This design comes from an exercise in tuning for small area on the open sky130 flow, not from production work.
The RTL was checked by simulation tests, not by an equivalence proof against the original design.
In every run shown here, the design's own scripts or RTL, not TritonCTS, make the clock network.
The flow treats the clock pin as an ideal source. Dropping or thinning the clock tree relies on that and would not hold on a real chip.
Power is estimated from default activity; no workload was simulated.

$ cat flow/design.v
`timescale 1ns / 1ps
module single_pulse(clk, rst, x, deb, deb_n);
parameter INIT = 1'b0;
input clk, rst, x;
output deb;
output deb_n;     
reg deb;
reg [3:0] s;
wire u = x ^ deb;
wire flip = s[3] & ~s[2] & ~s[1];            
wire [3:0] sn;
assign sn[0] = (u & s[0] & ~s[1] & s[2]) | (u & s[2] & ~s[3]) | (~u & ~s[0] & ~s[1] & s[2])
             | (u & s[1] & ~s[2] & s[3]) | (~u & ~s[1] & ~s[2] & s[3]) | (u & ~s[1] & ~s[3]);
assign sn[1] = (u & s[0] & s[2]) | (u & s[0] & ~s[3]) | (~u & s[0] & ~s[1] & ~s[2] & s[3])
             | (u & s[0] & s[1]);
assign sn[2] = u & s[1];
assign sn[3] = (~s[0] & ~s[1] & s[2]) | (u & s[2]);
assign deb_n = deb ^ flip;
always @(posedge clk or posedge rst)
	if (rst) begin
		s <= 4'b0000;
		deb <= INIT;
	end else begin
		s <= sn;
		deb <= deb_n;
	end
endmodule
`timescale 1ns / 1ps
module spi_slave_lcd(clk, rst, SCK, SSEL, SSEL_n, MOSI, MISO, pulse, parity, byte_data_send, a_top, keep, keep_old);
input clk, rst, SCK, SSEL, MOSI;
input SSEL_n;      
input keep;        
input keep_old;    
output MISO;
output pulse;
output parity;
input [7:0] byte_data_send;
input [7:0] a_top;       
reg MISO;
reg [2:0] i;
reg [7:0] rxr;
reg parity;
reg [2:0] SCK_vec;
reg done, pulse;
reg old_bit;
wire SCK_rise = ~SCK_vec[2] & SCK_vec[1];
wire step = SSEL ? (i != 3'd7) : SCK_rise;
wire rx_in = SSEL ? rxr[0] : MOSI;
wire [2:0] i_n = step ? i - 3'd1 : i;
wire [2:0] i_keep = SSEL_n ? 3'd7 : i_n;
always @(posedge clk) begin
	SCK_vec <= {SCK_vec[1:0], SCK};
	if (keep)
		old_bit <= a_top[i_keep];
end
always @(posedge clk or posedge rst)
	if (rst) begin
		MISO <= 1'b0;
		i <= 3'd7;
		rxr <= 8'd0;
		parity <= 1'b0;
		done <= 1'b0;
		pulse <= 1'b0;
	end else begin
		i <= i_n;
		done <= ~SSEL & SCK_rise & (i == 3'd0);
		pulse <= done;
		if (step) begin
			rxr <= {rx_in, rxr[7:1]};
			parity <= parity ^ rxr[0] ^ rx_in;
		end
		if (~SSEL & ~SCK_vec[1])
			MISO <= keep_old ? old_bit : byte_data_send[i];
	end
endmodule
`timescale 1ns / 1ps
module latency(clk, rst, SCK, SSEL, MOSI, MISO, leds, interrupt, interrupt_ack, btn2);
input clk, rst, btn2;
input SCK, SSEL, MOSI;
output MISO;
output [7:0] leds;
output interrupt;
input interrupt_ack;
wire sck_deb, ssel_deb, int_ack_deb, ssel_deb_n;
wire pulse, parity;
reg [2:0] state;
reg [3:0] cnt;         
reg [31:0] a;
reg [31:0] b;
single_pulse #(.INIT(1'b0)) db_sck (.clk(clk), .rst(rst), .x(SCK), .deb(sck_deb), .deb_n());
single_pulse #(.INIT(1'b1)) db_ssel (.clk(clk), .rst(rst), .x(SSEL), .deb(ssel_deb), .deb_n(ssel_deb_n));
single_pulse #(.INIT(1'b1)) db_ack (.clk(clk), .rst(rst), .x(interrupt_ack), .deb(int_ack_deb), .deb_n());
wire st7 = (state == 3'd7);
wire st0 = (state == 3'd0);
wire st1 = (state == 3'd1);
wire st2 = (state == 3'd2);
wire st3 = (state == 3'd3);
assign interrupt = st1;
wire delay_done = b[16] & b[15] & b[10] & b[9] & b[7] & b[5];  
wire cnt_ge9 = cnt[3] & cnt[0];
wire ack_in = st1 & int_ack_deb;
wire [1:0] idx = cnt_ge9 ? 2'd3 : cnt[1:0] - 2'd1;
wire [3:0] sel = {idx == 2'd3, idx == 2'd2, idx == 2'd1, idx == 2'd0};
wire [7:0] byte_data_send = (a[7:0] & {8{sel[0]}}) | (a[15:8] & {8{sel[1]}})
                          | (a[23:16] & {8{sel[2]}}) | (a[31:24] & {8{sel[3]}});
spi_slave_lcd si (.clk(clk), .rst(rst), .SCK(sck_deb), .SSEL(ssel_deb), .SSEL_n(ssel_deb_n), .MOSI(MOSI), .MISO(MISO),
	.pulse(pulse), .parity(parity), .byte_data_send(byte_data_send), .a_top(a[31:24]),
	.keep(ack_in), .keep_old(st2));
wire [6:0] cnt7 = st0 ? b[6:0] : {3'd0, cnt};
assign leds = btn2 ? {parity, cnt7}
                   : {sck_deb, interrupt, int_ack_deb, ssel_deb, 1'b0, state};
always @(posedge clk or posedge rst)
	if (rst) begin
		state <= 3'd7;
		cnt <= 4'd0;
	end else begin
		case (state)
		3'd7: if (pulse) state <= 3'd0;
		3'd0: if (~int_ack_deb & delay_done) state <= 3'd1;
		3'd1: if (int_ack_deb) state <= 3'd2;
		3'd2: if (~ssel_deb) state <= 3'd3;
		3'd3: if (~pulse & cnt_ge9 & ~sck_deb) state <= 3'd0;
		default: ;
		endcase
		if (st3) begin
			if (pulse & ~cnt_ge9)
				cnt <= cnt + 4'd1;
		end else
			cnt <= {3'd0, st2 & ~ssel_deb};
	end
wire a_ld = st7 | ack_in | (st3 & pulse & (cnt == 4'd4));
wire b_inc = ~st3 & ((~state[1] & ~int_ack_deb) | (st2 & ssel_deb));
wire b_clr = a_ld;
wire b_ld9 = st0 & ~int_ack_deb & delay_done;
wire [32:0] b_cy;
assign b_cy[0] = b_inc;
genvar g;
generate for (g = 0; g < 32; g = g + 1) begin : inc
	assign b_cy[g+1] = b_cy[g] & b[g];
end endgenerate
wire [31:0] b_sum = b ^ b_cy[31:0];
always @(posedge clk) begin
	b <= b_clr ? 32'd0 : b_ld9 ? 32'hFFFFFFF7 : b_sum;
	if (a_ld)
		a <= b;
end
endmodule
$ cat flow/flow/run.sh
#!/bin/bash
# Standard layout, except: port buffers are buf_1 cells, and the clock tree
# is a fixed root buffer plus 4 leaf buffers (flow/mycts.tcl).
export MYCTS_NBUF=4
export MYCTS_LEAF=sky130_fd_sc_hd__clkbuf_16
export MYCTS_ROOT=sky130_fd_sc_hd__clkbuf_4
bash standard.sh \
  'BUFFER_PORTS_ARGS=-buffer_cell sky130_fd_sc_hd__buf_1' \
  "PRE_CTS_TCL=$(pwd)/flow/mycts.tcl" \
  finish > standard.log 2>&1
$ cat flow/flow/mycts.tcl
# Sourced by ORFS's cts.tcl before clock tree synthesis (PRE_CTS_TCL). It
# replaces clock_tree_synthesis with a fixed two-level tree: the clock port
# drives one root buffer, which drives MYCTS_NBUF leaf buffers, each placed
# at the centre of the group of registers it drives. The groups are formed by
# splitting the registers in half at the median y, then each half at the
# median x, and so on. All registers see the same two buffers, so the tree
# is balanced; cts.tcl then legalises the placement and repairs timing.
proc mytree_build {nbuf bufcell rootcell} {
  set block [ord::get_db_block]
  set master [[ord::get_db] findMaster $bufcell]
  set rm [[ord::get_db] findMaster $rootcell]
  set clk [$block findNet clk]
  set sinks {}
  foreach it [$clk getITerms] {
    set inst [$it getInst]
    set loc [$inst getLocation]
    set m [$inst getMaster]
    set cx [expr {[lindex $loc 0] + [$m getWidth] / 2}]
    set cy [expr {[lindex $loc 1] + [$m getHeight] / 2}]
    lappend sinks [list $it $cx $cy]
  }
  set groups [list $sinks]
  set axis 2
  while {[llength $groups] < $nbuf} {
    set ng {}
    foreach g $groups {
      set s [lsort -integer -index $axis $g]
      set h [expr {[llength $s] / 2}]
      lappend ng [lrange $s 0 [expr {$h - 1}]] [lrange $s $h end]
    }
    set groups $ng
    set axis [expr {3 - $axis}]
  }
  set sx 0; set sy 0
  foreach s $sinks { incr sx [lindex $s 1]; incr sy [lindex $s 2] }
  set n [llength $sinks]
  set rinst [odb::dbInst_create $block $rm "clkbuf_root"]
  set drv [odb::dbNet_create $block "clk_root"]
  $drv setSigType CLOCK
  $clk setSigType CLOCK
  [$rinst findITerm A] connect $clk
  [$rinst findITerm X] connect $drv
  $rinst setLocation [expr {$sx / $n - [$rm getWidth] / 2}] [expr {$sy / $n - [$rm getHeight] / 2}]
  $rinst setPlacementStatus PLACED
  set k 0
  foreach g $groups {
    set sx 0; set sy 0
    foreach s $g { incr sx [lindex $s 1]; incr sy [lindex $s 2] }
    set n [llength $g]
    set inst [odb::dbInst_create $block $master "clkbuf_leaf_$k"]
    set net [odb::dbNet_create $block "clk_leaf_$k"]
    $net setSigType CLOCK
    foreach s $g {
      set it [lindex $s 0]
      $it disconnect
      $it connect $net
    }
    [$inst findITerm A] connect $drv
    [$inst findITerm X] connect $net
    $inst setLocation [expr {$sx / $n - [$master getWidth] / 2}] [expr {$sy / $n - [$master getHeight] / 2}]
    $inst setPlacementStatus PLACED
    incr k
  }
  puts "mycts: root $rootcell, $nbuf leaves of $bufcell"
}

rename clock_tree_synthesis orfs_clock_tree_synthesis
proc clock_tree_synthesis {args} {
  mytree_build $::env(MYCTS_NBUF) $::env(MYCTS_LEAF) $::env(MYCTS_ROOT)
}
$ cat flow/standard.sh
#!/bin/bash
# synth_recipe.tcl (not shown) runs the flow's synth.tcl, then flattens the netlist and writes it again
# the make line also repeats each setting of config.mk as NAME=value (left out here)
make -C /OpenROAD-flow-scripts/flow DESIGN_CONFIG=/design/flow/config.mk WORK_HOME=/design/flow/orfs CLKGATE_MAP_FILE= SYNTH_SCRIPT=/design/flow/synth_recipe.tcl "${@:-finish}"
$ cat flow/config.mk
export PLATFORM = sky130hd
export DESIGN_NAME = latency
export DESIGN_NICKNAME = latency
export VERILOG_FILES = /design/flow/design.v
export SDC_FILE = /design/flow/constraint.sdc
export NUM_CORES = 4
export LEC_CHECK = 0
export CAP_MARGIN = 20
export CORE_MARGIN = 2
export CORE_UTILIZATION = 40
export SLEW_MARGIN = 20
$ cat flow/constraint.sdc
create_clock -name core_clock -period 10.0 [get_ports {clk}]
set_input_delay 2.0000 -clock core_clock [delete_from_list [all_inputs] [get_ports {clk}]]
set_output_delay 2.0000 -clock core_clock [all_outputs]
set_load 0.01 [all_outputs]
==> metrics.md, run 1 <==
| Metric | Value |
|---|---|
| Outcome | `complete, no violations` |
| FF-to-FF Start | `state[0]` |
| Area after DPL | `4910 um^2` |
| Crit end category | `flip-flop` |
| Worst skew pair latency | `0.43 ns` |
| Critical Path AT | `7.31 ns` |
| Top-count cell post-synth | `nor2_1` |
| Cell mode on critical path | `ha_1` |
| FF-to-FF setup slack | `2.99 ns` |
| WP data required | `10.29 ns` |
| Register area share after synthesis | `0.552` |
| Post-synth EDFFs | `33` |
| Slew of the pin with the lowest slew margin | `0.913 ns` |
| Post-route clock period utilization | `0.701` |
| Top post-synthesis cells by area | `edfxtp_1 21%, dfrtp_1 15%, dfxtp_1 15%, ha_1 9.5%, nor2_1 6.2%` |
| Setup Fix Bufs, Post-CTS | `0` |
| Synth Net Count | `466` |
| Synthesized cell area | `4760 um^2` |
| Flops & latches, synth | `105` |
| Slowest CP cell | `dfstp_2` |
| Synth top area share | `0.208` |
| Worst path max stage delay | `0.66 ns` |
| Reg clk slew, reported paths | `0.10 ns` |
| Mean number of vias per cell | `5.26` |
| Drc violations | `0` |
| Total number of vias | `2,996` |
| Final Hold Fails | `0` |
| Full die area | `12,800 um^2` |
| Hold buffers post-CTS | `0` |
| Maximum fanout along the worst path | `12` |
| Final setup violation count | `0` |
| Initial antenna violation count | `0` |
| Commonest cells post-synth | `78 x nor2_1, 36 x ha_1, 35 x dfxtp_1` |
| Unique cell type count in the Yosys netlist | `58` |
| Post-route cell area | `5020 um^2` |
| Avg Inst Size Synth | `11.2 um^2` |
| GP Congestion | `0.792` |
| Vias in the first global route | `2,848` |
| Area leader, netlist | `edfxtp_1` |
| Total GRT Usage | `0.134` |
| Fmax | `143 MHz` |
| DRT iter0 DRCs | `230` |
| Pin count of the biggest net entering global routing | `65` |
| Final WL | `8300 um` |
| Rows | `39` |
| Max_cap viols | `0` |
| Post-Place Cells | `565` |
| Core ar. | `11,500 um^2` |
| Worst Hold Depth | `0` |
| N_diodes | `0` |
| Worst setup path class | `reg2reg` |
| Share of layout cells above drive strength 1 | `0.0937` |
| Post-CTS Resized | `0` |
| Gr ovfl total | `0` |
| DR pass1 iterations | `16` |
| Unrepaired setup endpoints after global routing | `false` |
| I/O pin cnt | `17` |
| First-pass GRT wire length | `14,500 um` |
| Asr flop ratio synth | `0.352` |
| Die W | `113 um` |
| Max Slew Vio Count | `0` |
| P&R area growth vs syn | `5.58%` |
| Post-synth top flop | `dfxtp_1` |
| Cells after Synth | `423` |
| Crit path time final | `7.01 ns` |
| Non-Filler Instances | `570` |
| Reg2Reg Depth | `37` |
| Fin Setup TNS | `0 ns` |
| Clock Skew | `0.00966 ns` |
| Reg2reg end | `b[31]` |
| PortBufs | `16` |
| Die height | `113 um` |
| Hold crit path type | `reg2reg` |
| Post-DP HPWL | `5950 um` |
| Nets | `472` |
| Relative slew margins | `0.391` |
| Setup crit start | `state[0]` |
| Starting Density | `0.413` |
| Static Leak | `0.00224 uW` |
| Ys Warns | `4` |
| Post-route antenna net violation count | `0` |
| Power density over the cells | `217 nW/um^2` |
| Worst VDD drop | `99.6 uV` |
| Setup crit end | `b[31]` |
| Worst Setup Start Kind | `flip-flop` |
| Routed len/inst | `14.6 um` |
## worst max-delay path: cells and delay by family, from the launching register on
family                     cells  cell delay (ns)
adders and majority gates     31             5.61
DFF                            1             0.66
and+or+nand+nor                4             0.36
xor gates and xnor gates       1             0.15
AOI/OAI and AO/OA              1             0.10
## state kept, by name, summed over array words and instances (netlist names)
register     cells
db_ssel.s        4
si.MISO          1
db_sck.deb       1
db_sck.s         4
a               32
si.rxr           8
si.i             3
si.done          1
si.old_bit       1
state            3
si.pulse         1
b               32
db_ack.s         4
si.parity        1
cnt              4
db_ssel.deb      1
si.SCK_vec       3
db_ack.deb       1
## layer usage
layer	up-vias	track usage	part of all wire
li1	1509	-	-
met1	1436	0.196	0.48
met2	43	0.228	0.48
met3	8	0.00857	0.029
met4	0	0.0122	0.011
met5	-	0	0
## cell usage in the layout (no fill, tap or decap), types with 3 or more instances in the layout
| cell type | instances |
|---|---|
| a21oi_1 | 13 |
| dfxtp_1 | 35 |
| nor2_1 | 78 |
| dfrtp_1 | 29 |
| dfstp_2 | 8 |
| and2_1 | 6 |
| nor3b_1 | 4 |
| a32o_1 | 5 |
| o22ai_1 | 7 |
| nor2b_1 | 8 |
| a32oi_1 | 4 |
| xnor2_1 | 9 |
| or2_2 | 3 |
| and3_1 | 6 |
| nand2_1 | 17 |
| clkbuf_16 | 4 |
| xor2_1 | 4 |
| mux2i_1 | 5 |
| nand3_1 | 13 |
| a22o_1 | 5 |
| buf_1 | 16 |
| inv_1 | 10 |
| edfxtp_1 | 33 |
| o21ai_0 | 11 |
| nand4_1 | 3 |
| o21ai_1 | 4 |
| ha_1 | 36 |
| mux2_2 | 9 |
## report_power, final
part	switching, uW	total (uW)	internal [uW]
clock network	117	193	76.4
registers	70.3	594	524
logic	154	301	147
total	341	1090	748
## metrics by stage
step	setup WS, ns	hold slack, ns	total power [uW]	util
floorplan	3.19	0.310	835	-
global placement	3.05	0.314	896	0.427
detailed placement	2.96	0.315	907	0.427
CTS	2.94	0.315	1060	0.436
global route	2.54	0.347	1160	0.436
finish	2.99	0.340	1090	0.436
## worst min-delay path by stage
stage,start,to,slack (ns)
2_1_floorplan,si.SCK_vec[0],si.SCK_vec[1],0.31
3_3_place_gp,si.SCK_vec[0],si.SCK_vec[1],0.31
3_5_place_dp,si.SCK_vec[0],si.SCK_vec[1],0.31
4_1_cts,si.SCK_vec[0],si.SCK_vec[1],0.31
5_1_grt,si.SCK_vec[0],si.SCK_vec[1],0.35
6_report,si.SCK_vec[0],si.SCK_vec[1],0.34
## final cells by class
type	instances	area, um^2
flip-flops and latches	105	2630
repair buffers	18	75.1
plain buffers	5	108
inverters	13	50.0
multi-input cells	286	1980
well taps	143	179
fillers	1079	6490
## kinds of logic (layout without fill, tap and decap cells)
kind of cell,Yosys count,in the layout,synth area share
adders and majority gates,36,36,0.0947
muxes,17,17,0.0413
xor gates and xnor gates,15,15,0.0308
AOI/OAI and AO/OA,71,71,0.106
and+or+nand+nor,147,147,0.144
DFF,105,105,0.552
buffers and inverters,32,36,0.0308
==> run 2: changes to the inputs <==
==> flow/flow/run.sh (replaced) <==
#!/bin/bash
# Standard layout (bash standard.sh, standard synthesis), except:
#  - port buffers are buf_1 cells;
#  - before repair_design, combinational cells go back to their smallest
#    drive strength (flow/downsize.tcl);
#  - the clock tree is a fixed root buffer plus 4 leaf buffers, each driving
#    a quarter of the registers (flow/mycts.tcl).
export MYCTS_NBUF=4
export MYCTS_LEAF=sky130_fd_sc_hd__clkbuf_16
export MYCTS_ROOT=sky130_fd_sc_hd__clkbuf_4
bash standard.sh \
  'BUFFER_PORTS_ARGS=-buffer_cell sky130_fd_sc_hd__buf_1' \
  "PRE_RESIZE_TCL=$(pwd)/flow/downsize.tcl" \
  "PRE_CTS_TCL=$(pwd)/flow/mycts.tcl" \
  finish > standard.log 2>&1
==> flow/flow/downsize.tcl (new file) <==
# Sourced by ORFS's resize.tcl before repair_design (PRE_RESIZE_TCL). It puts
# every combinational cell that synthesis gave more than the smallest drive
# strength back to the smallest variant of the same cell; repair_design, which
# follows, upsizes again only where slew or capacitance needs it, and the
# later timing repairs only where timing needs it.
set n_downsized 0
foreach inst [get_cells *] {
  set ref [get_property $inst ref_name]
  if {![regexp {^(sky130_fd_sc_hd__[a-z0-9]+)_([0-9]+)$} $ref -> base drv]} { continue }
  if {[regexp {clk|dly|__buf|__inv|__df|__edf|__sdf|conb|tap|fill|decap|diode} $base]} { continue }
  foreach d {0 1} {
    if {$d >= $drv} { break }
    set cand "${base}_$d"
    if {[get_lib_cells -quiet */$cand] eq ""} { continue }
    replace_cell $inst $cand
    incr n_downsized
    break
  }
}
puts "downsize: $n_downsized cells set to their smallest drive strength"
--- a/flow/config.mk
+++ b/flow/config.mk
@@ -8,4 +8,6 @@
 export CAP_MARGIN = 20
 export CORE_MARGIN = 2
-export CORE_UTILIZATION = 40
+export CORE_UTILIZATION = 65
+export GPL_TIMING_DRIVEN = 0
+export PLACE_DENSITY = 0.8
 export SLEW_MARGIN = 20
==> run 2 against run 1 <==
Effect of this change:
- critical path type unchanged
- hold slack lost 0.0039 ns
- highest routed layer unchanged
- worst setup slack got worse by 0.41 ns
- critical endpoint unchanged
- synthesized cell count unchanged
- via count rose by 4.6%
- maximum frequency down 5.5%
- global-route usage rose by 8.3 points
- die area fell by 37%
- wire length rose by 3.6%
- sequential share of layout area is 0.26 points lower
- cell count down 4.4%
- first-iteration DRC count shrank 24%
- still clean on timing, DRC and antenna
==> metrics.md, run 2 <==
| Metric | Value |
|---|---|
| Post-CTS Resized | `0` |
| Top post-synthesis cells by area | `edfxtp_1 21%, dfrtp_1 15%, dfxtp_1 15%, ha_1 9.5%, nor2_1 6.2%` |
| Total GRT Usage | `0.217` |
| Static Leak | `0.00228 uW` |
| Mean number of vias per cell | `5.75` |
| Hold crit path type | `reg2reg` |
| Rows | `31` |
| Asr flop ratio synth | `0.352` |
| Critical Path AT | `7.76 ns` |
| Ys Warns | `4` |
| Worst Setup Start Kind | `flip-flop` |
| Maximum fanout along the worst path | `10` |
| Die W | `89.6 um` |
| Post-synth top flop | `dfxtp_1` |
| Synthesized cell area | `4760 um^2` |
| Hold wc startpoint | `si.SCK_vec[0]` |
| Unique cell type count in the Yosys netlist | `58` |
| DRT iter0 DRCs | `175` |
| Crit end category | `flip-flop` |
| Worst setup path class | `reg2reg` |
| Synth Net Count | `466` |
| Final WL | `8600 um` |
| Share of layout cells above drive strength 1 | `0.0650` |
| Post-DP HPWL | `6250 um` |
| Hold buffers post-CTS | `0` |
| Slowest CP cell | `dfstp_2` |
| Fin Setup TNS | `0 ns` |
| Clock Skew | `0.0102 ns` |
| Fill count | `527` |
| Die height | `89.6 um` |
| Commonest cells post-synth | `78 x nor2_1, 36 x ha_1, 35 x dfxtp_1` |
| Met1 Use GR | `0.320` |
| Max_cap viols | `0` |
| Gr ovfl total | `0` |
| Top-count cell post-synth | `nor2_1` |
| Unrepaired setup endpoints after global routing | `false` |
| Met2 Use GR | `0.356` |
| Post-route cell area | `5050 um^2` |
| DR pass1 iterations | `5` |
| Post-route clock period utilization | `0.742` |
| Core ar. | `7180 um^2` |
| Pin count of the biggest net entering global routing | `38` |
| Most frequent cells in the layout | `79 x nor2_1, 36 x ha_1, 35 x dfxtp_1` |
| Drc violations | `0` |
| Vias in the first global route | `2,813` |
| Met3 GRT Util | `0.0148` |
| Tot Pwr | `1070 uW` |
| WP data required | `10.34 ns` |
| Worst path max stage delay | `0.56 ns` |
| Fmax | `135 MHz` |
| Area leader, netlist | `edfxtp_1` |
| Setup crit start | `state[0]` |
| Final Hold Fails | `0` |
| Outcome | `complete, no violations` |
| Crit path time final | `7.42 ns` |
| Post-Place Cells | `539` |
| Relative slew margins | `0.495` |
| N_diodes | `0` |
| Max Slew Vio Count | `0` |
| Commonest non-fill, non-tap cell in the layout | `nor2_1` |
| Avg Inst Size Synth | `11.2 um^2` |
| Post-route antenna net violation count | `0` |
| First-pass GRT wire length | `13,700 um` |
| Register area share after synthesis | `0.552` |
| Total number of vias | `3,133` |
| Slew of the pin with the lowest slew margin | `0.756 ns` |
| Non-Filler Instances | `545` |
| FF-to-FF Start | `state[0]` |
| GP Congestion | `0.870` |
| Worst VDD drop | `166 uV` |
| Cells after Synth | `423` |
| Worst skew pair latency | `0.44 ns` |
| Cell mode on critical path | `ha_1` |
| Power density over the cells | `212 nW/um^2` |
| P&R area growth vs syn | `6.10%` |
| Final setup violation count | `0` |
| Largest regs | `a (32), b (32), si.rxr (8)` |
| Initial antenna violation count | `0` |
| I/O pin cnt | `17` |
| Synth top area share | `0.208` |
| Post-synth EDFFs | `33` |
| Nets | `491` |
| Starting Density | `0.663` |
| Full die area | `8020 um^2` |
| Flops & latches, synth | `105` |
| Setup Fix Bufs, Post-CTS | `0` |
| Area after DPL | `4930 um^2` |
| Reg clk slew, reported paths | `0.10 ns` |
| Fin Hold WS | `0.336 ns` |
| PortBufs | `16` |
| Routed len/inst | `15.8 um` |
| GRT Max-Usage Layer | `met2` |
## run 2: cell counts after synthesis
Identical to the previous run, type by type.
## run 2: cell type report
type	instances	area, um^2	area share
Buffer	24	206	0.0409
Inverter	13	48.8	0.00967
Multi-Input combinational cell	286	1950	0.386
Sequential cell	105	2630	0.521
Tap cell	99	124	0.0245
Timing Repair Buffer	18	92.6	0.0183
## run 2: critical path: cells and delay by family (launching register included)
kind	cells	cell delay, ns
xor+xnor	1	0.17
buf+inv	1	0.31
flops	1	0.56
compound gates	1	0.10
simple gates	4	0.43
fa+ha+maj	31	5.73
## run 2: metrics by stage
step	setup WS (ns)	util
6_report	2.58	0.703
5_1_grt	2.14	0.703
4_1_cts	2.55	0.703
3_5_place_dp	2.58	0.688
3_3_place_gp	2.68	0.689
2_1_floorplan	3.19	-
## run 2: cell families (layout without fill, tap and decap cells)
group / count (synthesis) / after routing / share of synthesized area
multiplexers: 17 / 17 / 0.0413
adder cells (fa/ha/maj): 36 / 36 / 0.0947
XOR/XNOR: 15 / 15 / 0.0308
flip-flops: 105 / 105 / 0.552
AND/OR/NAND/NOR: 147 / 147 / 0.144
AO/OA/AOI/OAI: 71 / 71 / 0.106
buffers and inverters: 32 / 55 / 0.0308
## run 2: metal layers
| layer | vias to the layer above | part of all wire |
|---|---|---|
| met1 | 1494 | 0.46 |
| li1 | 1548 | - |
| met4 | 0 | 0.023 |
| met3 | 16 | 0.044 |
| met2 | 75 | 0.48 |
| met5 | - | 0 |
## run 2: final timing paths
check	to	slack, ns	depth (start not counted)
max	b[31]	2.58	38
min	si.SCK_vec[1]	0.34	0
max reg2reg	b[31]	2.58	38
min reg2reg	si.SCK_vec[1]	0.34	0
max in group asynchronous	cnt[0]	7.85	2
min in group asynchronous	si.rxr[3]	1.66	2
## run 2: where the power goes
group          internal (uW)  switching (uW)  total [uW]
Sequential               523            57.8         581
Clock                   76.2             117         193
Combinational            136             161         297
Total                    736             336        1070
==> run 3: changes to the inputs <==
--- a/flow/config.mk
+++ b/flow/config.mk
@@ -9,5 +9,4 @@
 export CORE_MARGIN = 2
 export CORE_UTILIZATION = 65
-export GPL_TIMING_DRIVEN = 0
 export PLACE_DENSITY = 0.8
 export SLEW_MARGIN = 20
==> run 3 against run 2 <==
Effect of this change:
- still clean on timing, DRC and antenna
- sequential cell count unchanged
- synthesized cell count stayed put
- clock skew up 0.0033 ns
- critical path depth shrank 1
- synthesized area unchanged
- clock power barely moved
- largest cell class unchanged
==> metrics.md, run 3 <==
| Metric | Value |
|---|---|
| WP data required | `10.31 ns` |
| Routed len/inst | `15.4 um` |
| Post-CTS Resized | `0` |
| Pin count of the biggest net entering global routing | `65` |
| Total number of vias | `3,044` |
| Setup crit start | `state[0]` |
| Rows | `31` |
| DRT iter0 DRCs | `177` |
| Slowest CP cell | `dfstp_2` |
| Slew of the pin with the lowest slew margin | `1.08 ns` |
| Commonest cells post-synth | `78 x nor2_1, 36 x ha_1, 35 x dfxtp_1` |
| Worst path max stage delay | `0.66 ns` |
| Worst skew pair latency | `0.45 ns` |
| Reg2Reg Depth | `37` |
| P&R area growth vs syn | `3.84%` |
| GP Congestion | `0.918` |
| Final Hold Fails | `0` |
| FF-to-FF Start | `state[0]` |
| Non-Filler Instances | `527` |
| Synth top area share | `0.208` |
| Mean number of vias per cell | `5.78` |
| Unique cell type count in the Yosys netlist | `58` |
| Relative slew margins | `0.275` |
| Max Slew Vio Count | `0` |
| Commonest non-fill, non-tap cell in the layout | `nor2_1` |
| Fmax | `142 MHz` |
| Drc violations | `0` |
| Post-route clock period utilization | `0.705` |
| Worst Hold Depth | `0` |
| Worst VDD drop | `146 uV` |
| Met1 Wirelength | `3640 um` |
| Unrepaired setup endpoints after global routing | `false` |
| Setup Fix Bufs, Post-CTS | `0` |
| DR pass1 iterations | `4` |
| Hold wc startpoint | `si.SCK_vec[0]` |
| Nets | `473` |
| Initial antenna violation count | `0` |
| Synthesized cell area | `4760 um^2` |
| Final setup violation count | `0` |
| Core ar. | `7180 um^2` |
| First-pass GRT wire length | `13,200 um` |
| Die height | `89.6 um` |
| PortBufs | `16` |
| Total GRT Usage | `0.208` |
| Die W | `89.6 um` |
| Post-synth top flop | `dfxtp_1` |
| Outcome | `complete, no violations` |
| Crit end category | `flip-flop` |
| Max_cap viols | `0` |
| Static Leak | `0.00222 uW` |
| Ys Warns | `4` |
| Hold buffers post-CTS | `0` |
| Cell mode on critical path | `ha_1` |
| Tot Pwr | `1070 uW` |
| Asr flop ratio synth | `0.352` |
| Top-count cell post-synth | `nor2_1` |
| Vias in the first global route | `2,755` |
| Maximum fanout along the worst path | `12` |
| Critical Path AT | `7.37 ns` |
| Cells after Synth | `423` |
| Post-route antenna net violation count | `0` |
| Met3 Routed Length | `326 um` |
| Largest regs | `a (32), b (32), si.rxr (8)` |
| I/O pin cnt | `17` |
| Power density over the cells | `216 nW/um^2` |
| Register area share after synthesis | `0.552` |
| Post-Place Cells | `522` |
| Post-synth EDFFs | `33` |
| Flops & latches, synth | `105` |
| Post-DP HPWL | `5720 um` |
| Fin Setup TNS | `0 ns` |
| Starting Density | `0.663` |
| Worst Setup Start Kind | `flip-flop` |
| Top post-synthesis cells by area | `edfxtp_1 21%, dfrtp_1 15%, dfxtp_1 15%, ha_1 9.5%, nor2_1 6.2%` |
| Gr ovfl total | `0` |
| Final WL | `8140 um` |
| Avg Inst Size Synth | `11.2 um^2` |
| Synth Net Count | `466` |
| Uppermost layer routed | `met4` |
| Most frequent cells in the layout | `79 x nor2_1, 36 x ha_1, 35 x dfxtp_1` |
| Reg clk slew, reported paths | `0.10 ns` |
| Worst setup path class | `reg2reg` |
| Area leader, netlist | `edfxtp_1` |
| Share of layout cells above drive strength 1 | `0.0444` |
| Full die area | `8020 um^2` |
| Hold crit path type | `reg2reg` |
| Crit path time final | `7.05 ns` |
| Met2 wire len | `3980 um` |
| N_diodes | `0` |
| Clock Skew | `0.0135 ns` |
run 3: path summary, 6_finish.rpt:
check	end	slack [ns]
worst max-delay path	b[31]	2.95
worst min-delay path	si.SCK_vec[1]	0.34
worst max register to register	b[31]	2.95
worst min register to register	si.SCK_vec[1]	0.34
max in group asynchronous	db_ssel.deb	8.04
min in group asynchronous	si.MISO	1.61
run 3: power by group:
| part | total (uW) | switching (uW) | internal [uW] |
|---|---|---|---|
| logic | 280 | 147 | 133 |
| registers | 593 | 68.9 | 524 |
| clock network | 195 | 119 | 76.2 |
run 3: routing by layer:
layer  up-vias  GRT usage
li1       1508          -
met1      1465      0.304
met2        56      0.340
met3        15     0.0194
met4         0     0.0434
met5         -          0
run 3: cell families (layout without fill, tap and decap cells):
kind of cell,Yosys count,count (layout),synth area share
and+or+nand+nor,147,147,0.144
DFF,105,105,0.552
xor gates and xnor gates,15,15,0.0308
muxes,17,17,0.0413
adders and majority gates,36,36,0.0947
AOI/OAI and AO/OA,71,71,0.106
buffers and inverters,32,37,0.0308
run 3: cell type report:
cell class / count / area (um^2)
Buffer: 5 / 108
Fill cell: 560 / 2240
Inverter: 13 / 50.0
Multi-Input combinational cell: 286 / 1950
Sequential cell: 105 / 2630
Tap cell: 99 / 124
Timing Repair Buffer: 19 / 82.6
run 3: worst max-delay path: cells and delay by family, from the launching register on:
kind | cells | cell delay [ns]
AO/OA/AOI/OAI | 1 | 0.10
XOR/XNOR | 1 | 0.16
AND/OR/NAND/NOR | 4 | 0.37
flip-flops | 1 | 0.66
adder cells (fa/ha/maj) | 31 | 5.63
run 3: stage by stage:
stage / instance area (um^2) / hold WS, ns / util / setup WS, ns
finish: 4940 / 0.342 / 0.688 / 2.95
global route: 4940 / 0.350 / 0.688 / 2.47
CTS: 4940 / 0.321 / 0.688 / 2.93
detailed placement: 4830 / 0.328 / 0.673 / 2.98
global placement: 4860 / 0.315 / 0.677 / 3.07
floorplan: 4760 / 0.310 / - / 3.19
==> run 4: changes to the inputs <==
--- a/flow/flow/run.sh
+++ b/flow/flow/run.sh
@@ -1,4 +1,6 @@
 #!/bin/bash
 # Standard layout (bash standard.sh, standard synthesis), except:
+#  - after floorplanning, the combinational logic is re-mapped for area with
+#    OpenROAD's restructure (flow/restructure.tcl); registers are untouched;
 #  - port buffers are buf_1 cells;
 #  - before repair_design, combinational cells go back to their smallest
@@ -10,4 +12,5 @@
 export MYCTS_ROOT=sky130_fd_sc_hd__clkbuf_4
 bash standard.sh \
+  "POST_FLOORPLAN_TCL=$(pwd)/flow/restructure.tcl" \
   'BUFFER_PORTS_ARGS=-buffer_cell sky130_fd_sc_hd__buf_1' \
   "PRE_RESIZE_TCL=$(pwd)/flow/downsize.tcl" \
==> flow/flow/restructure.tcl (new file) <==
# Sourced by ORFS's floorplan.tcl at its end (POST_FLOORPLAN_TCL), before
# placement. It re-maps the combinational logic between the registers and
# ports for area with OpenROAD's restructure (ABC); registers are untouched.
set rs_dir [file join $::env(RESULTS_DIR) restructure]
file mkdir $rs_dir
set rs_lib [lindex $::env(LIB_FILES) 0]
set tielo [lindex $::env(TIELO_CELL_AND_PORT) 0]/[lindex $::env(TIELO_CELL_AND_PORT) 1]
set tiehi [lindex $::env(TIEHI_CELL_AND_PORT) 0]/[lindex $::env(TIEHI_CELL_AND_PORT) 1]
log_cmd restructure -liberty_file $rs_lib -target area \
  -tielo_port $tielo -tiehi_port $tiehi -work_dir $rs_dir
==> run 4 against run 3 <==
Effect of this change:
- cell count is 6.5% higher
- synthesized area stayed put
- sequential cell count stayed put
- global-route usage is 1.4 points higher
- highest routed layer unchanged
- via count is 10% higher
- maximum frequency is 23% higher
- largest power group unchanged
==> metrics.md, run 4 <==
| Metric | Value |
|---|---|
| Initial antenna violation count | `0` |
| Met1 Use GR | `0.307` |
| Hold buffers post-CTS | `0` |
| Critical Path AT | `6.10 ns` |
| Worst VDD drop | `172 uV` |
| Worst path max stage delay | `0.58 ns` |
| Power density over the cells | `278 nW/um^2` |
| Worst setup path class | `reg2reg` |
| Worst Setup Start Kind | `flip-flop` |
| WP data required | `10.36 ns` |
| Die W | `89.6 um` |
| Commonest cells post-synth | `78 x nor2_1, 36 x ha_1, 35 x dfxtp_1` |
| Post-CTS Resized | `0` |
| Die height | `89.6 um` |
| Synthesized cell area | `4760 um^2` |
| Max_cap viols | `0` |
| Vias in the first global route | `2,993` |
| Gr ovfl total | `0` |
| Setup Fix Bufs, Post-CTS | `0` |
| Slew of the pin with the lowest slew margin | `0.811 ns` |
| Crit path time final | `5.74 ns` |
| Synth Net Count | `466` |
| Post-route cell area | `4850 um^2` |
| Relative slew margins | `0.456` |
| Post-DP HPWL | `6430 um` |
| Area leader, netlist | `edfxtp_1` |
| Fmax | `174 MHz` |
| Crit end category | `flip-flop` |
| Synth top area share | `0.208` |
| Asr flop ratio synth | `0.352` |
| GP Congestion | `0.905` |
| Most frequent cells in the layout | `70 x nor2_1, 56 x clkinv_1, 41 x o21a_1` |
| Mean number of vias per cell | `5.99` |
| Maximum fanout along the worst path | `9` |
| Share of layout cells above drive strength 1 | `0.0368` |
| Post-synth top flop | `dfxtp_1` |
| DR pass1 iterations | `4` |
| Fill count | `553` |
| Worst skew pair latency | `0.43 ns` |
| Final Hold Fails | `0` |
| Total number of vias | `3,363` |
| Flops & latches, synth | `105` |
| Ys Warns | `4` |
| DRT iter0 DRCs | `247` |
| Largest regs | `a (32), b (32), si.rxr (8)` |
| Post-Place Cells | `556` |
| Avg Inst Size Synth | `11.2 um^2` |
| Final WL | `9010 um` |
| Full die area | `8020 um^2` |
| Final worst slack | `4.26 ns` |
| Setup WS pre-CTS | `4.37 ns` |
| Fin Setup TNS | `0 ns` |
| Clock Skew | `0.0141 ns` |
| P&R area growth vs syn | `2.03%` |
| Post-synth EDFFs | `33` |
| Nets | `471` |
| GRT Max-Usage Layer | `met2` |
| Outcome | `complete, no violations` |
| Met2 Use GR | `0.378` |
| Max Slew Vio Count | `0` |
| Static Leak | `0.00177 uW` |
| I/O pin cnt | `17` |
| Core ar. | `7180 um^2` |
| Unique cell type count in the Yosys netlist | `58` |
| Rows | `31` |
| First-pass GRT wire length | `14,200 um` |
| Area after DPL | `4750 um^2` |
| Reg clk slew, reported paths | `0.10 ns` |
| Hold crit path type | `reg2reg` |
| Total GRT Usage | `0.222` |
| Non-Filler Instances | `561` |
| N_diodes | `0` |
| Pin count of the biggest net entering global routing | `38` |
| Slowest CP cell | `dfstp_2` |
| Starting Density | `0.663` |
| Cells after Synth | `423` |
| Unrepaired setup endpoints after global routing | `false` |
| Commonest non-fill, non-tap cell in the layout | `nor2_1` |
| Final setup violation count | `0` |
| Drc violations | `0` |
| PortBufs | `16` |
| Register area share after synthesis | `0.552` |
| Routed len/inst | `16.1 um` |
| Top post-synthesis cells by area | `edfxtp_1 21%, dfrtp_1 15%, dfxtp_1 15%, ha_1 9.5%, nor2_1 6.2%` |
| Met3 GRT Util | `0.0185` |
| Post-route antenna net violation count | `0` |
| Post-route clock period utilization | `0.574` |
| Core Util, Final | `0.676` |
| Top-count cell post-synth | `nor2_1` |
| Cell mode on critical path | `and3_1` |
==> run 4: final timing paths <==
| kind | slack, ns | cells after the start | from | end |
|---|---|---|---|---|
| worst max-delay path | 4.26 | 29 | db_ssel.deb | b[31] |
| worst min-delay path | 0.35 | 0 | si.SCK_vec[0] | si.SCK_vec[1] |
| worst max register to register | 4.26 | 29 | db_ssel.deb | b[31] |
| worst min register to register | 0.35 | 0 | si.SCK_vec[0] | si.SCK_vec[1] |
| max in group asynchronous | 8.00 | 3 | rst | si.i[0] |
| min in group asynchronous | 1.63 | 3 | rst | db_sck.s[2] |
==> run 4: routing by layer <==
| metal | up-vias | part of all wire |
|---|---|---|
| met2 | 56 | 0.50 |
| met3 | 12 | 0.036 |
| li1 | 1690 | - |
| met4 | 0 | 0.019 |
| met1 | 1605 | 0.45 |
| met5 | - | 0 |
==> run 4: cell type report <==
class                   count  area [um^2]  share of cell area
inverters                  57          214              0.0441
multi-input cells         276         1700               0.350
well taps                  99          124              0.0255
plain buffers               5          108              0.0222
repair buffers             19         82.6              0.0170
flip-flops and latches    105         2630               0.541
==> run 4: report_power, final <==
group / switching, uW / internal [uW]
sequential: 89.7 / 578
clock: 117 / 76.5
combinational: 295 / 191
==> run 4: per-stage QoR <==
step	total power (uW)	hold slack (ns)
finish	1350	0.347
global route	1440	0.361
CTS	1310	0.325
detailed placement	1160	0.325
global placement	1140	0.315
floorplan	835	0.310
==> run 4: logic make-up after synthesis <==
group,share of synthesized area
flops,0.552
simple gates,0.144
xor+xnor,0.0308
buf+inv,0.0308
fa+ha+maj,0.0947
mux,0.0413
compound gates,0.106
==> run 4: worst max-delay path, delay by kind of cell (launching register included) <==
family / cells / cell delay (ns)
AOI/OAI and AO/OA: 3 / 0.60
buffers and inverters: 4 / 0.54
DFF: 1 / 0.58
and+or+nand+nor: 22 / 3.95
==> run 5: changes to the inputs <==
==> flow/flow/run.sh (replaced) <==
#!/bin/bash
# Standard layout (bash standard.sh, standard synthesis), except:
#  - the combinational logic of the standard synthesis netlist is mapped again
#    for area (flow/remap.sh, ABC script flow/remap.abc); the registers stay
#    exactly as the standard synthesis made them;
#  - port buffers are buf_1 cells;
#  - before repair_design, combinational cells go back to their smallest
#    drive strength (flow/downsize.tcl);
#  - the clock tree is a fixed root buffer plus 4 leaf buffers, each driving
#    a quarter of the registers (flow/mycts.tcl).
set -e
export MYCTS_NBUF=4
export MYCTS_LEAF=sky130_fd_sc_hd__clkbuf_16
export MYCTS_ROOT=sky130_fd_sc_hd__clkbuf_4
ARGS=(
  'BUFFER_PORTS_ARGS=-buffer_cell sky130_fd_sc_hd__buf_1'
  "PRE_RESIZE_TCL=$(pwd)/flow/downsize.tcl"
  "PRE_CTS_TCL=$(pwd)/flow/mycts.tcl"
)
RES=$(pwd)/orfs/results/sky130hd/latency/base
LIB=$FLOW_HOME/platforms/sky130hd/lib/sky130_fd_sc_hd__tt_025C_1v80.lib
bash standard.sh "${ARGS[@]}" "$RES/1_2_yosys.v" > synth.log 2>&1
cp "$RES/1_2_yosys.v" "$RES/1_2_yosys_standard.v"
bash flow/remap.sh "$RES/1_2_yosys_standard.v" "$RES/1_2_yosys.v" "$LIB" "$(pwd)/flow/remap.abc" > remap.log 2>&1
bash standard.sh "${ARGS[@]}" finish > standard.log 2>&1
==> flow/flow/remap.abc (new file) <==
strash
&get -n
&st
&dc2
&dch
&nf -R 1000
&put
==> flow/flow/remap.sh (new file) <==
#!/bin/bash
# Re-map the combinational logic of the standard synthesis netlist for area.
# usage: remap.sh NETLIST_IN NETLIST_OUT LIBERTY ABC_SCRIPT
# The registers stay as they are (the same instances, names and cells): the
# flip-flop cells are kept as black boxes, every other cell is read as its
# liberty function, and ABC maps that logic again with ABC_SCRIPT.
set -euo pipefail
IN=$1; OUT=$2; LIB=$3; SCRIPT=$4
cat > remap.ys <<EOT
read_liberty -ignore_miss_func $LIB
setattr -mod -set blackbox 1 sky130_fd_sc_hd__*df* sky130_fd_sc_hd__*dl*
read_verilog $IN
hierarchy -top latency
flatten
opt_clean -purge
abc -liberty $LIB -dont_use *probe* -dont_use *lpflow* -dont_use *clk* -dont_use *dlygate* -script $SCRIPT
splitnets
opt_clean -purge
hilomap -singleton -hicell sky130_fd_sc_hd__conb_1 HI -locell sky130_fd_sc_hd__conb_1 LO
insbuf -buf sky130_fd_sc_hd__buf_1 A X
opt_clean -purge
read_liberty -lib -overwrite -ignore_miss_func $LIB
check -assert
stat -liberty $LIB
write_verilog -noattr -nohex -nodec $OUT
EOT
yosys -s remap.ys
removed: flow/flow/restructure.tcl
==> run 5 against run 4 <==
Effect of this change:
- sequential power about the same
- worst setup slack improved by 0.32 ns
- synthesized cell count decreased by 5.9%
- clock skew about the same
- maximum frequency increased by 5.9%
==> metrics.md, run 5 <==
| Metric | Value |
|---|---|
| Share of layout cells above drive strength 1 | `0.0379` |
| Drc violations | `0` |
| PortBufs | `16` |
| Relative slew margins | `0.334` |
| I/O pin cnt | `17` |
| Worst VDD drop | `218 uV` |
| Flop pwr share | `0.545` |
| P&R area growth vs syn | `6.74%` |
| DRT iter0 DRCs | `278` |
| Power share of the clock group | `0.155` |
| Worst setup path class | `reg2reg` |
| Fmax | `184 MHz` |
| Setup Fix Bufs, Post-CTS | `0` |
| Cells after Synth | `398` |
| Outcome | `complete, no violations` |
| Final Hold Fails | `0` |
| Starting Density | `0.679` |
| Critical Path AT | `5.70 ns` |
| Total GRT Usage | `0.218` |
| Full die area | `7380 um^2` |
| Clock Skew | `0.0141 ns` |
| Slew of the pin with the lowest slew margin | `0.998 ns` |
| Internal power | `799 uW` |
| Unrepaired setup endpoints after global routing | `false` |
| Static Leak | `0.00173 uW` |
| FF-to-FF setup slack | `4.58 ns` |
| Power density over the cells | `264 nW/um^2` |
| Max Slew Vio Count | `0` |
| Post-route antenna net violation count | `0` |
| Max_cap viols | `0` |
| Total number of vias | `3,087` |
| Core ar. | `6420 um^2` |
| Routed len/inst | `15.7 um` |
| Final WL | `7850 um` |
| Hold buffers post-CTS | `0` |
| Post-CTS Resized | `0` |
| Vias in the first global route | `2,956` |
| Die height | `85.9 um` |
| First-pass GRT wire length | `13,400 um` |
| Worst Setup Start Kind | `flip-flop` |
| Reg clk slew, reported paths | `0.10 ns` |
| Most frequent cells in the layout | `50 x a21oi_1, 35 x nand2_1, 35 x dfxtp_1` |
| Hold crit path type | `reg2reg` |
| Ys Warns | `4` |
| Initial antenna violation count | `0` |
| Worst skew pair latency | `0.42 ns` |
| Synth Net Count | `405` |
| DR pass1 iterations | `5` |
| Pin count of the biggest net entering global routing | `65` |
| Fin Setup TNS | `0 ns` |
| Largest regs | `a (32), b (32), si.rxr (8)` |
| Die W | `85.9 um` |
| Rows | `29` |
| Maximum fanout along the worst path | `14` |
| Final setup violation count | `0` |
| Sw Share | `0.350` |
| Post-route clock period utilization | `0.542` |
| GP Congestion | `0.896` |
| N_diodes | `0` |
| Post-DP HPWL | `5570 um` |
| Mean number of vias per cell | `6.19` |
| Commonest non-fill, non-tap cell in the layout | `a21oi_1` |
| Avg Inst Size Synth | `11.0 um^2` |
| Crit end category | `flip-flop` |
| Synthesized cell area | `4360 um^2` |
| Post-Place Cells | `493` |
| WP data required | `10.28 ns` |
| Core Util, Final | `0.725` |
| Switching power | `431 uW` |
| Gr ovfl total | `0` |
| Crit path time final | `5.42 ns` |
| Nets | `431` |
| Logic pwr share | `0.300` |
| Non-Filler Instances | `499` |
run 5: critical path: stages (launching register included):
cell and delay [ns]:
dfstp_2 0.67, nand2_1 0.17, o22a_1 0.24, nor2b_1 0.27
and4_1 0.31, nand3_1 0.16, nor2_1 0.26, nand3_1 0.18
nor2_1 0.23, nand3_1 0.17, nor2_1 0.21, nand3_1 0.17
nor2_1 0.22, nand3_1 0.16, nor2_1 0.21, nand3_1 0.16
nor2_1 0.21, nand3_1 0.17, nor2_1 0.22, nand3_1 0.17
nor2_1 0.26, nand4_1 0.18, xor2_1 0.17, a21oi_1 0.08
run 5: per-layer routing:
metal | track usage | wire length [um]
met1 | 0.309 | 3480
met2 | 0.375 | 3870
met3 | 0.0183 | 373
met4 | 0.0404 | 119
met5 | 0 | 0
run 5: power by group through the flow:
stage	clock network (uW)	registers [uW]	logic, uW
floorplan	0	649	292
global placement	0	672	356
detailed placement	0	677	367
CTS	150	678	370
global route	208	685	412
finish	191	671	369
run 5: final timing paths:
| path | start | to | depth (start not counted) |
|---|---|---|---|
| hold reg to reg | si.SCK_vec[0] | si.SCK_vec[1] | 0 |
| max in group asynchronous | rst | si.i[1] | 3 |
| setup reg to reg | state[1] | b[31] | 23 |
| setup / recovery | state[1] | b[31] | 23 |
| hold / removal | si.SCK_vec[0] | si.SCK_vec[1] | 0 |
| min in group asynchronous | rst | si.pulse | 3 |
run 5: metrics by stage:
stage / hold WS [ns] / total power (uW) / area (um^2) / worst slack, ns
3_5_place_dp: 0.320 / 1040 / 4530 / 4.63
4_1_cts: 0.313 / 1200 / 4640 / 4.62
5_1_grt: 0.352 / 1300 / 4650 / 3.97
2_1_floorplan: 0.310 / 941 / 4360 / 4.71
3_3_place_gp: 0.312 / 1030 / 4540 / 4.90
6_report: 0.334 / 1230 / 4650 / 4.58
run 5: cell type report:
| type | instances | area, um^2 |
|---|---|---|
| fill | 473 | 1770 |
| timing repair buffer | 19 | 90.1 |
| buffer | 5 | 108 |
| inverter | 17 | 63.8 |
| sequential | 105 | 2630 |
| tap | 77 | 96.3 |
| multi-input combinational | 276 | 1670 |
==> run 6: changes to the inputs <==
--- a/flow/flow/run.sh
+++ b/flow/flow/run.sh
@@ -2,5 +2,6 @@
 # Standard layout (bash standard.sh, standard synthesis), except:
 #  - the combinational logic of the standard synthesis netlist is mapped again
-#    for area (flow/remap.sh, ABC script flow/remap.abc); the registers stay
+#    for area with several ABC scripts, keeping the smallest result
+#    (flow/remap_best.sh, flow/remap.sh, flow/remap_*.abc); the registers stay
 #    exactly as the standard synthesis made them;
 #  - port buffers are buf_1 cells;
@@ -22,4 +23,4 @@
 bash standard.sh "${ARGS[@]}" "$RES/1_2_yosys.v" > synth.log 2>&1
 cp "$RES/1_2_yosys.v" "$RES/1_2_yosys_standard.v"
-bash flow/remap.sh "$RES/1_2_yosys_standard.v" "$RES/1_2_yosys.v" "$LIB" "$(pwd)/flow/remap.abc" > remap.log 2>&1
+bash flow/remap_best.sh "$RES/1_2_yosys_standard.v" "$RES/1_2_yosys.v" "$LIB" > remap.log 2>&1
 bash standard.sh "${ARGS[@]}" finish > standard.log 2>&1
==> flow/flow/remap_base.abc (new file) <==
strash
&get -n
&st
&dc2
&dch
&nf -R 1000
&put
==> flow/flow/remap_best.sh (new file) <==
#!/bin/bash
# Re-map the combinational logic of the standard synthesis netlist for area
# with each ABC script flow/remap_*.abc (in parallel, each in its own folder
# remap_<name>/ with its log), and keep the smallest result.
# usage: remap_best.sh NETLIST_IN NETLIST_OUT LIBERTY
set -uo pipefail
IN=$1; OUT=$2; LIB=$3
HERE=$(pwd)
for s in flow/remap_*.abc; do
  n=$(basename "$s" .abc)
  mkdir -p "$n"
  ( cd "$n" && bash "$HERE/flow/remap.sh" "$IN" "$HERE/$n/netlist.v" "$LIB" "$HERE/$s" > remap.log 2>&1 ) &
done
wait
best=""; best_area=""
for s in flow/remap_*.abc; do
  n=$(basename "$s" .abc)
  a=$(grep "Chip area for module" "$n/remap.log" | tail -1 | awk '{print $NF}')
  [[ -n "$a" && -s "$n/netlist.v" ]] || continue
  echo "$n: $a"
  if [[ -z "$best" ]] || awk -v a="$a" -v b="$best_area" 'BEGIN{exit !(a < b)}'; then
    best=$n; best_area=$a
  fi
done
[[ -n "$best" ]] || { echo "no remap result"; exit 1; }
echo "best: $best ($best_area)"
cp "$best/netlist.v" "$OUT"
==> flow/flow/remap_s0.abc (new file) <==
strash
&get -n
&st
&dc2
&deepsyn -T 60 -S 0
&dc2
&dch
&nf -R 1000
&put
==> flow/flow/remap_s1.abc (new file) <==
strash
&get -n
&st
&dc2
&deepsyn -T 60 -S 1
&dc2
&dch
&nf -R 1000
&put
==> flow/flow/remap_s2.abc (new file) <==
strash
&get -n
&st
&dc2
&deepsyn -T 60 -S 2
&dc2
&dch
&nf -R 1000
&put
==> flow/flow/remap_s3.abc (new file) <==
strash
&get -n
&st
&dc2
&deepsyn -T 60 -S 3
&dc2
&dch
&nf -R 1000
&put
removed: flow/flow/remap.abc
==> run 6 against run 5 <==
Effect of this change:
- design area fell by 2.2%
- first-iteration DRC count fell by 37%
- critical path depth shrank 1
- clock skew hardly changed
- sequential cell count did not move
- sequential share of layout area grew 1.3 points
- critical path type unchanged
- largest cell class unchanged
==> metrics.md, run 6 <==
| Metric | Value |
|---|---|
| Switching power | `346 uW` |
| Max_cap viols | `0` |
| Ys Warns | `4` |
| Post-route clock period utilization | `0.517` |
| Nets | `414` |
| WP data required | `10.35 ns` |
| Post-CTS Resized | `0` |
| Crit end category | `flip-flop` |
| Buf/Inv on CP | `0` |
| Reg2reg end | `b[31]` |
| Internal power | `741 uW` |
| Total number of vias | `2,914` |
| Drc violations | `0` |
| DRT iter0 DRCs | `176` |
| Slew of the pin with the lowest slew margin | `0.845 ns` |
| Relative slew margins | `0.437` |
| Worst Hold Depth | `0` |
| Worst path max stage delay | `0.66 ns` |
| Gr ovfl total | `0` |
| Vias in the first global route | `2,770` |
| Maximum fanout along the worst path | `13` |
| Total GRT Usage | `0.217` |
| Hold buffers post-CTS | `0` |
| Commonest non-fill, non-tap cell in the layout | `a21oi_1` |
| Largest regs | `a (32), b (32), si.rxr (8)` |
| Hold wc startpoint | `si.SCK_vec[0]` |
| Rows | `29` |
| Worst Setup Start Kind | `flip-flop` |
| Max Slew Vio Count | `0` |
| Initial antenna violation count | `0` |
| Flop pwr share | `0.559` |
| GP Congestion | `0.863` |
| Starting Density | `0.671` |
| Avg Inst Size Synth | `11.2 um^2` |
| Clock Skew | `0.0142 ns` |
| Post-DP HPWL | `5300 um` |
| Core Util, Final | `0.717` |
| Final WL | `7680 um` |
| Worst Hold End | `si.SCK_vec[1]` |
| Sw Share | `0.318` |
| Crit path time final | `5.17 ns` |
| Core ar. | `6350 um^2` |
| Outcome | `complete, no violations` |
| Tot Pwr | `1090 uW` |
| Worst setup path class | `reg2reg` |
| Delay-heaviest family, CP | `simple AND/OR/NAND/NOR gates` |
| Power share of the clock group | `0.179` |
| Post-route antenna net violation count | `0` |
| Logic pwr share | `0.262` |
| Reg2Reg Depth | `22` |
| Mean number of vias per cell | `6.05` |
| Synth Net Count | `388` |
| Slowest CP cell | `dfstp_2` |
| Fmax | `194 MHz` |
| I/O pin cnt | `17` |
| Critical Path AT | `5.52 ns` |
| Hold crit path type | `reg2reg` |
| Reg clk slew, reported paths | `0.10 ns` |
| Final setup violation count | `0` |
| Setup Fix Bufs, Post-CTS | `0` |
| Power density over the cells | `239 nW/um^2` |
| Worst skew pair latency | `0.43 ns` |
| Static Leak | `0.00188 uW` |
| P&R area growth vs syn | `6.81%` |
| N_diodes | `0` |
| Worst VDD drop | `160 uV` |
| Final Hold Fails | `0` |
| Cells after Synth | `381` |
| Unrepaired setup endpoints after global routing | `false` |
| Full die area | `7220 um^2` |
| Pin count of the biggest net entering global routing | `65` |
| FF-to-FF setup slack | `4.83 ns` |
| Synthesized cell area | `4260 um^2` |
| Routed len/inst | `15.9 um` |
| PortBufs | `16` |
| Die W | `85.0 um` |
| DR pass1 iterations | `4` |
| Most frequent cells in the layout | `43 x a21oi_1, 42 x nor2_1, 35 x dfxtp_1` |
| FF-to-FF Start | `state[1]` |
| Crit-path cells | `a31oi_1, nor2b_1, and4_1, nand3_1, nor2_1, nand3_1, nor2_1, nand3_1, nor2_1, nand3_1, nor2_1, nand3_1, nor2_1, nand3_1, nor2_1, nand3_1, nor2_1, nand3_1, nor2_1, nand4_1, or2_0, a21oi_1` |
| Die height | `85.0 um` |
| Share of layout cells above drive strength 1 | `0.0395` |
| First-pass GRT wire length | `13,100 um` |
| Fin Setup TNS | `0 ns` |
-- run 6: changes by cell type in the layout (fill, tap and decap cells not counted), sizes merged, moves of 3 or more --
cell / delta
a21oi: -7
nor2b: +4
nand2: -11
xor2: -4
nor2: +15
a211oi: +4
o22ai: +3
o21ai: -12
-- run 6: area by class of cell --
type | count | area [um^2]
plain buffers | 5 | 108
inverters | 16 | 60.1
repair buffers | 19 | 82.6
multi-input cells | 260 | 1580
fillers | 457 | 1800
well taps | 77 | 96.3
flip-flops and latches | 105 | 2630
-- run 6: worst max path at each step --
| stage | to | depth (start not counted) | startpoint |
|---|---|---|---|
| after global placement | b[31] | 22 | db_ssel.deb |
| after detailed placement | b[31] | 22 | state[1] |
| final | b[31] | 22 | state[1] |
| after CTS | b[31] | 22 | db_ssel.deb |
| after floorplan | b[31] | 22 | state[1] |
| after global routing | b[31] | 22 | state[1] |
-- run 6: power groups by stage --
stage	Combinational (uW)	Clock (uW)	Sequential, uW
final	284	195	608
after global routing	323	211	621
after detailed placement	285	0	615
after CTS	287	150	617
after floorplan	231	0	593
after global placement	275	0	613
-- run 6: per-stage QoR --
| stage | cell area [um^2] | hold slack, ns | setup WS, ns | instances |
|---|---|---|---|---|
| 6_report | 4550 | 0.347 | 4.83 | 482 |
| 5_1_grt | 4550 | 0.350 | 4.27 | 482 |
| 4_1_cts | 4550 | 0.324 | 4.91 | 482 |
| 3_5_place_dp | 4440 | 0.319 | 4.93 | 477 |
| 3_3_place_gp | 4440 | 0.315 | 5.08 | 477 |
| 2_1_floorplan | 4260 | 0.310 | 5.45 | 381 |
-- run 6: worst register-to-register path, cell delays in order (launching register included) --
cell	delay (ns)
dfstp_2	0.66
a31oi_1	0.16
nor2b_1	0.29
and4_1	0.32
nand3_1	0.15
nor2_1	0.21
nand3_1	0.17
nor2_1	0.22
nand3_1	0.16
nor2_1	0.21
nand3_1	0.16
nor2_1	0.21
nand3_1	0.16
nor2_1	0.24
nand3_1	0.18
nor2_1	0.23
nand3_1	0.17
nor2_1	0.23
nand3_1	0.16
nor2_1	0.26
nand4_1	0.17
or2_0	0.23
a21oi_1	0.11
-- run 6: layer usage --
metal,routed length [um],global-route usage,part of all wire,up-vias
met1,3530,0.321,0.46,1405
met2,3690,0.367,0.48,78
li1,-,-,-,1421
met4,113,0.0289,0.015,0
met5,0,0,0,-
met3,348,0.0146,0.045,10

what the ideal ports hide:
No port has a modelled driver above. Below, the same layouts with a new extraction and two added sets of constraints.
Step 1 (the two cells are an assumption about what drives the block):
set clk [get_ports {clk}]
set_driving_cell -lib_cell sky130_fd_sc_hd__clkbuf_16 $clk
set_driving_cell -lib_cell sky130_fd_sc_hd__buf_2 [delete_from_list [all_inputs] $clk]
Step 2 also shifts input and output timing later by t, the mid clock arrival at the registers, as if the neighbouring blocks saw the same clock.
Slacks: ideal ports / drivers / drivers and shift; pairs: ideal ports / drivers.
run	t, ns	setup slack, ns	clock arrival spread, ns	worst register clock-pin slew, ns	worst slew at a driven data input, ns
run 1	0.454	2.987 / 2.987 / 2.987	0.010 / 0.010	0.10 / 0.10	0.03
run 2	0.466	2.576 / 2.576 / 2.576	0.010 / 0.010	0.10 / 0.10	0.03
run 3	0.470	2.946 / 2.946 / 2.946	0.014 / 0.014	0.10 / 0.10	0.03
run 4	0.446	4.261 / 4.261 / 4.261	0.014 / 0.015	0.10 / 0.10	0.03
run 5	0.441	4.580 / 4.580 / 4.580	0.014 / 0.014	0.10 / 0.10	0.03
run 6	0.447	4.832 / 4.832 / 4.832	0.014 / 0.014	0.10 / 0.10	0.03
After both steps every run listed still meets setup and hold.
